Context: an optimization exercise on an open-source flow, tuned for small area, a short achievable clock period and few clock cycles per item. The choices shown serve that exercise and are no tape-out recipe. Only simulation tests tie the RTL to the original design; equivalence was not proved.

$ cat design/flow/constraint.sdc
create_clock -name core_clock -period 16.0 [get_ports {clk}]
set_input_delay 3.2000 -clock core_clock [delete_from_list [all_inputs] [get_ports {clk}]]
set_output_delay 3.2000 -clock core_clock [all_outputs]
set_load 0.01 [all_outputs]
$ cat design/flow/run.sh
#!/bin/bash
# synth_recipe.tcl (not shown) runs the flow's synth.tcl, then flattens the netlist and writes it again
# the make line also repeats each setting of config.mk as NAME=value (left out here)
make -C /OpenROAD-flow-scripts/flow DESIGN_CONFIG=/design/flow/config.mk WORK_HOME=/design/flow/orfs CLKGATE_MAP_FILE= SYNTH_SCRIPT=/design/flow/synth_recipe.tcl finish
$ cat design/flow/design.v
module add_sub(
    input [31:0] A, B,
    output reg [31:0] s
);
    parameter e = 8'b01111111;
    reg [23:0] x, y, z;
    reg [7:0] expa, expb, expc;
    reg [7:0] shift;
    reg [4:0] count;
    wire [1:0] signs;
    integer shift_amount;
    assign signs = {A[31], B[31]};
    always @(*) begin
        x[23] = 1'b1;
        x[22:0] = A[22:0];
        y[23] = 2'b01;
        y[22:0] = B[22:0];
        expa = A[30:23];
        expb = B[30:23];
        count = 5'd0;
        shift_amount = 5'd0;
        if (expa > expb) begin
            shift = expa - expb;
            y = y >> shift;
            expc = expa;
        end 
        else begin
            shift = expb - expa;
            x = x >> shift;
            expc = expb;
        end
        if (signs == 2'b00 || signs == 2'b11) begin
            z = x + y;
            s[31] = A[31];
        end 
        else begin
            if (expa > expb) begin
                z = x - y;
                s[31] = A[31];
            end
            else if (expa < expb) begin
                z = y - x;
                s[31] = B[31];
            end
            else begin
                if (x >= y) begin
                    z = x - y;
                    s[31] = A[31];
                end 
                else begin
                    z = y - x;
                    s[31] = B[31];
                end
            end
        end
        if (z[23]) shift_amount = 0;
        else if (z[22]) shift_amount = 1;
        else if (z[21]) shift_amount = 2;
        else if (z[20]) shift_amount = 3;
        else if (z[19]) shift_amount = 4;
        else if (z[18]) shift_amount = 5;
        else if (z[17]) shift_amount = 6;
        else if (z[16]) shift_amount = 7;
        else if (z[15]) shift_amount = 8;
        else if (z[14]) shift_amount = 9;
        else if (z[13]) shift_amount = 10;
        else if (z[12]) shift_amount = 11;
        else if (z[11]) shift_amount = 12;
        else if (z[10]) shift_amount = 13;
        else if (z[9]) shift_amount = 14;
        else if (z[8]) shift_amount = 15;
        else if (z[7]) shift_amount = 16;
        else if (z[6]) shift_amount = 17;
        else if (z[5]) shift_amount = 18;
        else if (z[4]) shift_amount = 19;
        else if (z[3]) shift_amount = 20;
        else if (z[2]) shift_amount = 21;
        else if (z[1]) shift_amount = 22;
        else if (z[0]) shift_amount = 23;
        else shift_amount = 24;
        z = z << shift_amount;
        expc = expc - shift_amount;
        s[22:0] = z[22:0];
        s[30:23] = expc;
    end
endmodule
module multi(
    input wire [31:0] a,
    input wire [31:0] b,
    output reg [31:0] result
);
    wire sign_a = a[31];
    wire sign_b = b[31];
    wire [7:0] exp_a = a[30:23];
    wire [7:0] exp_b = b[30:23];
    wire [23:0] mantissa_a = {1'b1, a[22:0]};
    wire [23:0] mantissa_b = {1'b1, b[22:0]};
    wire sign_result = sign_a ^ sign_b;
    wire [47:0] mantissa_product = mantissa_a * mantissa_b;
    reg [7:0] exp_result;
    reg [22:0] mantissa_result;
    always @(*) begin
        if (mantissa_product[47] == 1) begin
            mantissa_result = mantissa_product[46:24];
            exp_result = exp_a + exp_b - 127 + 1;
        end 
        else begin
            mantissa_result = mantissa_product[45:23];
            exp_result = exp_a + exp_b - 127;
        end
        if (exp_a == 8'b0 || exp_b == 8'b0) begin
            result = 32'b0;
        end 
        else if (exp_result >= 255) begin
            result = {sign_result, 8'hFF, 23'b0};
        end 
        else begin
            result = {sign_result, exp_result, mantissa_result};
        end
    end
endmodule
module div_lane #(
    parameter K = 4
) (
    input  wire        clk,
    input  wire        rst_n,
    input  wire        start,
    input  wire [22:0] ma,
    input  wire [22:0] mb,
    input  wire [7:0]  ediff,
    input  wire        last_in,
    output wire        ready,
    output wire        fin,           
    output reg  [23:0] qq,
    output reg  [24:0] rr,
    output reg  [7:0]  ed,
    output reg         lst
);
    localparam NC = 24 / K;
    reg        run;
    reg [2:0]  cyc;
    reg [24:0] r;
    reg [23:0] q;
    reg [22:0] b;
    assign ready = !run || fin;
    assign fin   = run && (cyc == NC - 1);
    reg [25:0] d;
    integer i;
    always @(*) begin
        rr = r;
        qq = q;
        for (i = 0; i < K; i = i + 1) begin
            d  = {1'b0, rr} - {2'b01, b};
            qq = {qq[22:0], ~d[25]};
            rr = d[25] ? {rr[23:0], 1'b0} : {d[23:0], 1'b0};
        end
    end
    always @(posedge clk or negedge rst_n) begin
        if (!rst_n) run <= 1'b0;
        else        run <= start || (run && !fin);
    end
    always @(posedge clk) begin
        if (start) begin
            r   <= {2'b01, ma};
            q   <= 24'd0;
            b   <= mb;
            ed  <= ediff;
            lst <= last_in;
            cyc <= 3'd0;
        end else if (run) begin
            r   <= rr;
            q   <= qq;
            cyc <= cyc + 3'd1;
        end
    end
endmodule
module fp_div_k #(
    parameter K = 4
) (
    input  wire        clk,
    input  wire        rst_n,
    input  wire        start,         
    input  wire        lane,
    input  wire [22:0] ma,
    input  wire [22:0] mb,
    input  wire [7:0]  ediff,         
    input  wire        last_in,       
    output wire [1:0]  ready,
    output reg         out_valid,
    output reg  [30:0] out_data,
    output reg         out_last
);
    wire [1:0]  fin;
    wire [23:0] qq0, qq1;
    wire [24:0] rr0, rr1;
    wire [7:0]  ed0, ed1;
    wire        l0, l1;
    div_lane #(.K(K)) u_l0 (.clk(clk), .rst_n(rst_n), .start(start && !lane),
        .ma(ma), .mb(mb), .ediff(ediff), .last_in(last_in), .ready(ready[0]),
        .fin(fin[0]), .qq(qq0), .rr(rr0), .ed(ed0), .lst(l0));
    div_lane #(.K(K)) u_l1 (.clk(clk), .rst_n(rst_n), .start(start && lane),
        .ma(ma), .mb(mb), .ediff(ediff), .last_in(last_in), .ready(ready[1]),
        .fin(fin[1]), .qq(qq1), .rr(rr1), .ed(ed1), .lst(l1));
    reg        f_valid, f_exact, f_last;
    reg [23:0] f_q;
    reg [7:0]  f_ed;
    always @(posedge clk or negedge rst_n) begin
        if (!rst_n) begin
            f_valid   <= 1'b0;
            out_valid <= 1'b0;
        end else begin
            f_valid   <= |fin;
            out_valid <= f_valid;
        end
    end
    always @(posedge clk) begin
        if (|fin) begin
            f_q     <= fin[1] ? qq1 : qq0;
            f_exact <= fin[1] ? (rr1 == 25'd0) : (rr0 == 25'd0);
            f_ed    <= fin[1] ? ed1 : ed0;
            f_last  <= fin[1] ? l1 : l0;
        end
    end
    reg [4:0]  tz;
    reg [7:0]  adj;
    integer j;
    always @(*) begin
        tz = 5'd0;
        for (j = 23; j >= 0; j = j - 1)
            if (f_q[j]) tz = j[4:0];
        adj = (f_exact && tz >= 5'd2) ? {3'd0, tz} - 8'd1 : 8'd0;
    end
    always @(posedge clk) begin
        if (f_valid) begin
            out_data <= f_q[23] ? {f_ed + 8'd127 - adj, f_q[22:1], 1'b0}
                                : {f_ed + 8'd126 - adj, f_q[21:0], 1'b0};
            out_last <= f_last;
        end
    end
endmodule
module exp_prep (
    input  wire [31:0] x,
    output reg  [10:0] w,
    output reg  [3:0]  lc,
    output wire        neg
);
    wire [7:0]  e  = x[30:23];
    wire [23:0] mt = {1'b1, x[22:0]};
    assign neg = x[31];
    reg [10:0] m;
    always @(*) begin
        m  = 11'd0;
        if (e >= 8'd121 && e <= 8'd131)
            m = mt >> (8'd144 - e);
        w  = m;
        lc = 4'd0;
        if (neg && e >= 8'd126 && m[4]) begin
            w  = {m[10:5], 4'b0111, m[0]};
            lc = {1'b0, m[3:1]} + 4'd1;     
        end
    end
endmodule
module exp_pick (
    input  wire [10:0] w,
    input  wire [3:0]  lc,
    input  wire        neg,
    output reg  [3:0]  c,
    output reg  [10:0] w_n,
    output reg  [3:0]  lc_n
);
    integer i;
    reg found;
    always @(*) begin
        c = 4'd0; w_n = w; lc_n = lc; found = 1'b0;
        for (i = 10; i >= 5; i = i - 1)
            if (!found && w[i]) begin
                found = 1'b1; c = 4'd11 - i[3:0]; w_n[i] = 1'b0;
            end
        if (!found && lc != 4'd0) begin
            found = 1'b1; c = 4'd15; lc_n = lc - 4'd1;
        end
        for (i = 4; i >= 0; i = i - 1)
            if (!found && w[i]) begin
                found = 1'b1; w_n[i] = 1'b0;
                c = !neg ? 4'd11 - i[3:0] : (i == 0) ? 4'd15 : 4'd12 + (4'd4 - i[3:0]);
            end
    end
endmodule
module exp_const (
    input  wire [3:0]  c,
    output reg  [30:0] d
);
    always @(*) begin
        case (c)
            4'd1:  d = 31'h4b07975f;
            4'd2:  d = 31'h453a4f54;
            4'd3:  d = 31'h425a6481;
            4'd4:  d = 31'h40ec7326;
            4'd5:  d = 31'h402df854;
            4'd6:  d = 31'h3fd3094c;
            4'd7:  d = 31'h3fa45af2;
            4'd8:  d = 31'h3f910b02;
            4'd9:  d = 31'h3f88415b;
            4'd10: d = 31'h3f84102b;
            4'd11: d = 31'h3f820405;
            4'd12: d = 31'h3f475f7d;
            4'd13: d = 31'h3f61eb51;
            4'd14: d = 31'h3f707d60;
            4'd15: d = 31'h3f781fab;
            default: d = 31'h3f800000;
        endcase
    end
endmodule
module softmax #(
    parameter N = 8
) (
    input  wire        clk,
    input  wire        rst_n,
    input  wire        in_valid,
    input  wire [31:0] in_data,
    output wire        in_ready,
    output wire        out_valid,
    output wire [31:0] out_data,
    output wire        out_last
);
    reg        x0_full, x1_full;
    reg [31:0] x0;
    reg [3:0]  x1_c1, x1_c2;
    reg [10:0] x1_w;
    reg [3:0]  x1_lc;
    reg        x1_neg;
    wire [10:0] w0, w1, w2;
    wire [3:0]  lc0, lc1, lc2, c1, c2;
    wire        neg0;
    exp_prep u_prep (.x(x0), .w(w0), .lc(lc0), .neg(neg0));
    exp_pick u_pk1 (.w(w0), .lc(lc0), .neg(neg0), .c(c1), .w_n(w1), .lc_n(lc1));
    exp_pick u_pk2 (.w(w1), .lc(lc1), .neg(neg0), .c(c2), .w_n(w2), .lc_n(lc2));
    reg        busy;                  
    reg        done;                  
    reg [30:0] p;                     
    reg [3:0]  sc;                    
    reg [10:0] w;
    reg [3:0]  lc;
    reg        neg;
    reg [30:0] ebuf [0:N-1];
    reg [2:0]  wr_idx;
    reg        pending;               
    reg [30:0] s_acc;                 
    reg [30:0] s_div;                 
    reg [3:0]  rd_cnt;                
    wire slot_ok = !pending && (rd_cnt[3] || (wr_idx < rd_cnt[2:0]));
    wire wb      = done && slot_ok;
    wire free    = (!busy && !done) || wb;
    wire load    = x1_full && free;
    wire mv01    = x0_full && (!x1_full || load);
    assign in_ready = !x0_full || mv01;
    wire take    = in_valid && in_ready;
    wire [30:0] d_c1, d_c2, d_sc;
    exp_const u_d1 (.c(x1_c1), .d(d_c1));
    exp_const u_d2 (.c(x1_c2), .d(d_c2));
    exp_const u_ds (.c(sc), .d(d_sc));
    wire [30:0] ma = load ? d_c1 : p;
    wire [30:0] mb = load ? d_c2 : d_sc;
    wire [31:0] prd;
    multi u_mul (.a({1'b0, ma}), .b({1'b0, mb}), .result(prd));
    wire [3:0]  c3, lc3;
    wire [10:0] w3;
    exp_pick u_pk3 (.w(load ? x1_w : w), .lc(load ? x1_lc : lc), .neg(load ? x1_neg : neg),
                    .c(c3), .w_n(w3), .lc_n(lc3));
    wire [31:0] sum_nx;
    add_sub u_sum (.A({1'b0, p}), .B({1'b0, s_acc}), .s(sum_nx));
    wire [1:0]  dv_ready;
    wire        dv_start = !rd_cnt[3] && dv_ready[rd_cnt[0]];
    wire        handoff  = pending && rd_cnt[3];
    wire [30:0] a_rd = ebuf[rd_cnt[2:0]];
    wire [30:0] dv_out;
    fp_div_k #(.K(4)) u_div (
        .clk(clk), .rst_n(rst_n),
        .start(dv_start),
        .lane(rd_cnt[0]),
        .ma(a_rd[22:0]),
        .mb(s_div[22:0]),
        .ediff(a_rd[30:23] - s_div[30:23]),
        .last_in(rd_cnt[2:0] == 3'd7),
        .ready(dv_ready),
        .out_valid(out_valid),
        .out_data(dv_out),
        .out_last(out_last)
    );
    assign out_data = {1'b0, dv_out};
    always @(posedge clk or negedge rst_n) begin
        if (!rst_n) begin
            x0_full <= 1'b0;
            x1_full <= 1'b0;
            busy    <= 1'b0;
            done    <= 1'b0;
            wr_idx  <= 3'd0;
            pending <= 1'b0;
            rd_cnt  <= 4'd8;
            s_acc   <= 31'd0;
        end else begin
            x0_full <= take || (x0_full && !mv01);
            x1_full <= mv01 || (x1_full && !load);
            if (load) begin
                busy <= (x1_c2 != 4'd0) && (c3 != 4'd0);
                done <= (x1_c2 == 4'd0) || (c3 == 4'd0);
            end else if (busy) begin
                busy <= (c3 != 4'd0);
                done <= (c3 == 4'd0);
            end else if (wb) begin
                done <= 1'b0;
            end
            if (wb) begin
                wr_idx <= wr_idx + 3'd1;
                if (wr_idx == N - 1) pending <= 1'b1;
                s_acc <= sum_nx[30:0];
            end
            if (handoff) begin
                pending <= 1'b0;
                rd_cnt  <= 4'd0;
                s_acc   <= 31'd0;
            end else if (dv_start) begin
                rd_cnt <= rd_cnt + 4'd1;
            end
        end
    end
    always @(posedge clk) begin
        if (take)
            x0 <= in_data;
        if (mv01) begin
            x1_c1  <= c1;
            x1_c2  <= c2;
            x1_w   <= w2;
            x1_lc  <= lc2;
            x1_neg <= neg0;
        end
        if (load || busy) begin
            sc  <= c3;
            w   <= w3;
            lc  <= lc3;
        end
        if (load)
            neg <= x1_neg;
        if (load)
            p <= (x1_c1 == 4'd0) ? 31'h3f800000
               : (x1_c2 == 4'd0) ? d_c1 : prd[30:0];
        else if (busy)
            p <= prd[30:0];
        if (wb)
            ebuf[wr_idx] <= p;
        if (handoff)
            s_div <= s_acc;
    end
endmodule
$ cat design/flow/config.mk
export PLATFORM = sky130hd
export DESIGN_NAME = softmax
export DESIGN_NICKNAME = softmax
export VERILOG_FILES = /design/flow/design.v
export SDC_FILE = /design/flow/constraint.sdc
export NUM_CORES = 4
export LEC_CHECK = 0
export CAP_MARGIN = 20
export CORE_MARGIN = 2
export CORE_UTILIZATION = 40
export SLEW_MARGIN = 20
==> notes.md <==
status no timing/DRC/antenna violations; die height 413 µm; first-pass GRT wire length 321000 µm; min-delay worst type register to register; Reg2Reg Launch Point u_div.u_l0.b[1]; FILL cells 15900; vias in the first global route 53400; Max H-tree Level 3; worst reg-to-reg path cell count 45; CTS Hold Buffers Added 0; register area 19500 µm²; CP max FO 25; post-synthesis cell type count 121; number of CTS-inserted buffers 77; fin crit period 14.11 ns; antenna violations before repair 3; worst reg2reg endpoint u_div.f_exact; Critical Path End u_div.f_exact; Seq/Total Area, Yosys 29.2%; # rows 149; DRC Markers 0; worst skew pair latency 0.69 ns; core area 165000 µm²; Yosys reg bits 685; Post-Syn Area 66800 µm²; Ports 70; RSZ-0062 raised after global routing no; slowest stage cell, crit path a211oi_1; Syn. warnings 8; CTS tree built; count of flip-flops with a built-in enable after synthesis 557; Starting Density 40.4%; drt wl/cell 22.6 µm; Critical Path RT 16.51 ns; crit path launch type register; Setup CP Type register to register; Slew headroom 18.0%; TNS Setup 0 ns; Arr. time, crit path 14.62 ns; Mapped Cells 7076; gr ovfl total 0; Max Fclk 70.9 MHz; die area 170000 µm²; chip width 413 µm; Worst-path clk slew 0.07 ns; GRT Util Overall 24.6%; syn avg cell area 9.44 µm²; GP Congestion 0.974; total wire length 210000 µm; measured slew at the worst slew-check pin 1.23 ns; clock sink total 685; CP endpoint kind register; post-DR vias/cell 5.75; MaxCap Viol Count 0; layout cells sized above 1 8.07%; worst clock skew 0.0572 ns; Pre-antenna DRT Iters 8; final hold violation count 0; # nets final 8033; crit path from u_div.u_l0.b[1]; PortBufs 67; Clock Tree Buf Depth 3; area grow syn2layout 8.54%; area occupied by multi-input gates 43200 µm²; post-synthesis async set-or-reset flop share 6.86%; period utilisation layout 88.2%; Detail Route Antenna Nets 0; routed vias 53400; slowest stage delay, CP 0.64 ns; drt first-iter violations 4516; top_reg_cell synth edfxtp_1; Post-CTS Repair Setup Buffers 0; placed inst area 70000 µm²; Post-CTS Resized 0; count of final setup violators 0; max-slew violation count 0; HPWL after detailed placement 161000 µm; Root Driver clkbuf_16; Non-Filler Cell Area, Final 72500 µm²; pin count of the biggest net entering global routing 67; Util after Layout 43.8%; R2R setup slack 1.89 ns
[cells by family (layout without fill, tap and decap cells)]
kind of cell | after synthesis | count (layout) | share of synthesized area [%]
xor gates and xnor gates | 259 | 259 | 3.41
buffers and inverters | 1113 | 1126 | 6.42
adders and majority gates | 972 | 972 | 23.7
other | 1 | 9 | 0.00562
muxes | 388 | 388 | 8.00
DFF | 685 | 685 | 29.2
and+or+nand+nor | 2147 | 2147 | 14.3
AOI/OAI and AO/OA | 1511 | 1511 | 14.8
[cell usage after synthesis (32+ instances only)]
cell | count | area share (%)
a21oi_1 | 382 | 2.9
a211oi_1 | 78 | 0.88
and2_1 | 59 | 0.55
mux2i_1 | 174 | 2.6
clkbuf_1 | 219 | 1.2
a31oi_1 | 54 | 0.51
nor2_1 | 609 | 3.4
buf_1 | 42 | 0.24
nand3_1 | 104 | 0.78
ha_1 | 476 | 8.9
mux2_2 | 106 | 1.8
nand2b_1 | 62 | 0.58
nand4_1 | 34 | 0.32
a21o_1 | 124 | 1.4
xor2_1 | 93 | 1.2
dfxtp_1 | 81 | 2.4
mux4_2 | 105 | 3.5
a22o_1 | 34 | 0.45
o22ai_1 | 36 | 0.34
o211ai_1 | 40 | 0.45
and3_1 | 39 | 0.37
o21bai_1 | 42 | 0.47
nor3_1 | 114 | 0.85
xnor2_1 | 165 | 2.2
nor2b_1 | 59 | 0.55
o21ai_0 | 348 | 2.6
nand2_1 | 898 | 5.0
dfrtp_1 | 46 | 1.7
buf_2 | 32 | 0.24
inv_1 | 776 | 4.4
o21a_1 | 67 | 0.75
edfxtp_1 | 557 | 25
fa_1 | 493 | 15
[how the worst min path moves through the flow]
stage	start	end	slack, ns	cells after the start
finish	s_acc[30]	s_div[30]	0.47	0
global placement	s_acc[30]	s_div[30]	0.45	0
CTS	s_acc[30]	s_div[30]	0.47	0
floorplan	u_div.f_last	u_div.out_last	0.40	0
global route	s_acc[30]	s_div[30]	0.48	0
detailed placement	s_acc[30]	s_div[30]	0.45	0
[worst max-delay path, delay by kind of cell (launching register included)]
family	cells	cell delay (ns)
fa+ha+maj	4	1.19
flops	1	0.45
buf+inv	3	0.68
simple gates	9	2.73
compound gates	25	7.39
mux	4	1.42
[cell usage in the layout (no fill, tap or decap), drive strengths merged, types with 105 or more instances in the layout]
cell type / synthesis / routed
a21o: 124 / 124
a21oi: 387 / 387
buf: 87 / 113
edfxtp: 557 / 557
fa: 493 / 493
ha: 476 / 476
inv: 786 / 791
mux2: 109 / 109
mux2i: 174 / 174
mux4: 105 / 105
nand2: 900 / 900
nor2: 611 / 611
nor3: 116 / 116
o21ai: 371 / 371
xnor2: 166 / 166
[final cells by class]
cell class / instances / share of cell area (%)
multi-input cells: 5280 / 59.6
flip-flops and latches: 685 / 26.9
inverters: 806 / 4.18
well taps: 2189 / 3.78
clock buffers: 99 / 2.82
repair buffers: 179 / 2.08
clock inverters: 42 / 0.623
diodes: 6 / 0.0207
[through the flow]
step / worst slack, ns / std cells / hold WS (ns)
detailed placement: 2.15 / 9139 / 0.451
global route: 0.802 / 9280 / 0.484
finish: 1.89 / 9286 / 0.473
CTS: 2.08 / 9280 / 0.471
floorplan: 4.25 / 7078 / 0.400
global placement: 2.27 / 9139 / 0.451
[registers in the layout, summed over array words and instances (netlist names), 9 cells and up]
name and flops:
u_div.u_l0.b 23, x0 32, w 10, s_div 31, u_div.u_l0.q 20, ebuf 248
u_div.u_l0.r 25, d_sc 30, u_div.u_l1.b 23, p 31, x1_w 9, u_div.u_l1.r 25
u_div.out_data 30, u_div.u_l1.q 20, s_acc 31, u_div.f_q 24
[layer usage]
metal	vias to the layer above	track usage [%]	share of wire, %
li1	24600	-	-
met1	26400	31.5	41
met2	1997	41.0	47
met3	399	3.61	6.6
met4	4	11.2	5.1
met5	-	0	0.013
Testbench counts, summed over its fixed seeds: cycles 5,200, vectors 192.

-- port drivers added, routing unchanged --
The results above use ideal ports. As a check the final layout listed here was re-extracted and re-timed, cells and wires unchanged. Step 1 (the two cells are an assumption about what drives the block):
set clk [get_ports {clk}]
set_driving_cell -lib_cell sky130_fd_sc_hd__clkbuf_16 $clk
set_driving_cell -lib_cell sky130_fd_sc_hd__buf_2 [delete_from_list [all_inputs] $clk]
Step 2 moves the port delays by t, midway between the first and last clock arrival at a register: inputs arrive t later, outputs are due t later. That takes back most of the time a late clock gives input paths. Three values: ideal, step 1, step 2; two values: the first two.
t, ns: 0.747
setup WS [ns]: 1.887 / 1.887 / 1.887
hold slack, ns: 0.473 / 0.473 / 0.473
worst setup path after step 2: register to register
After both steps this run still meets setup and hold. The setup slack of this run moves by 0.000 ns with the drivers and by 0.000 ns with both steps.
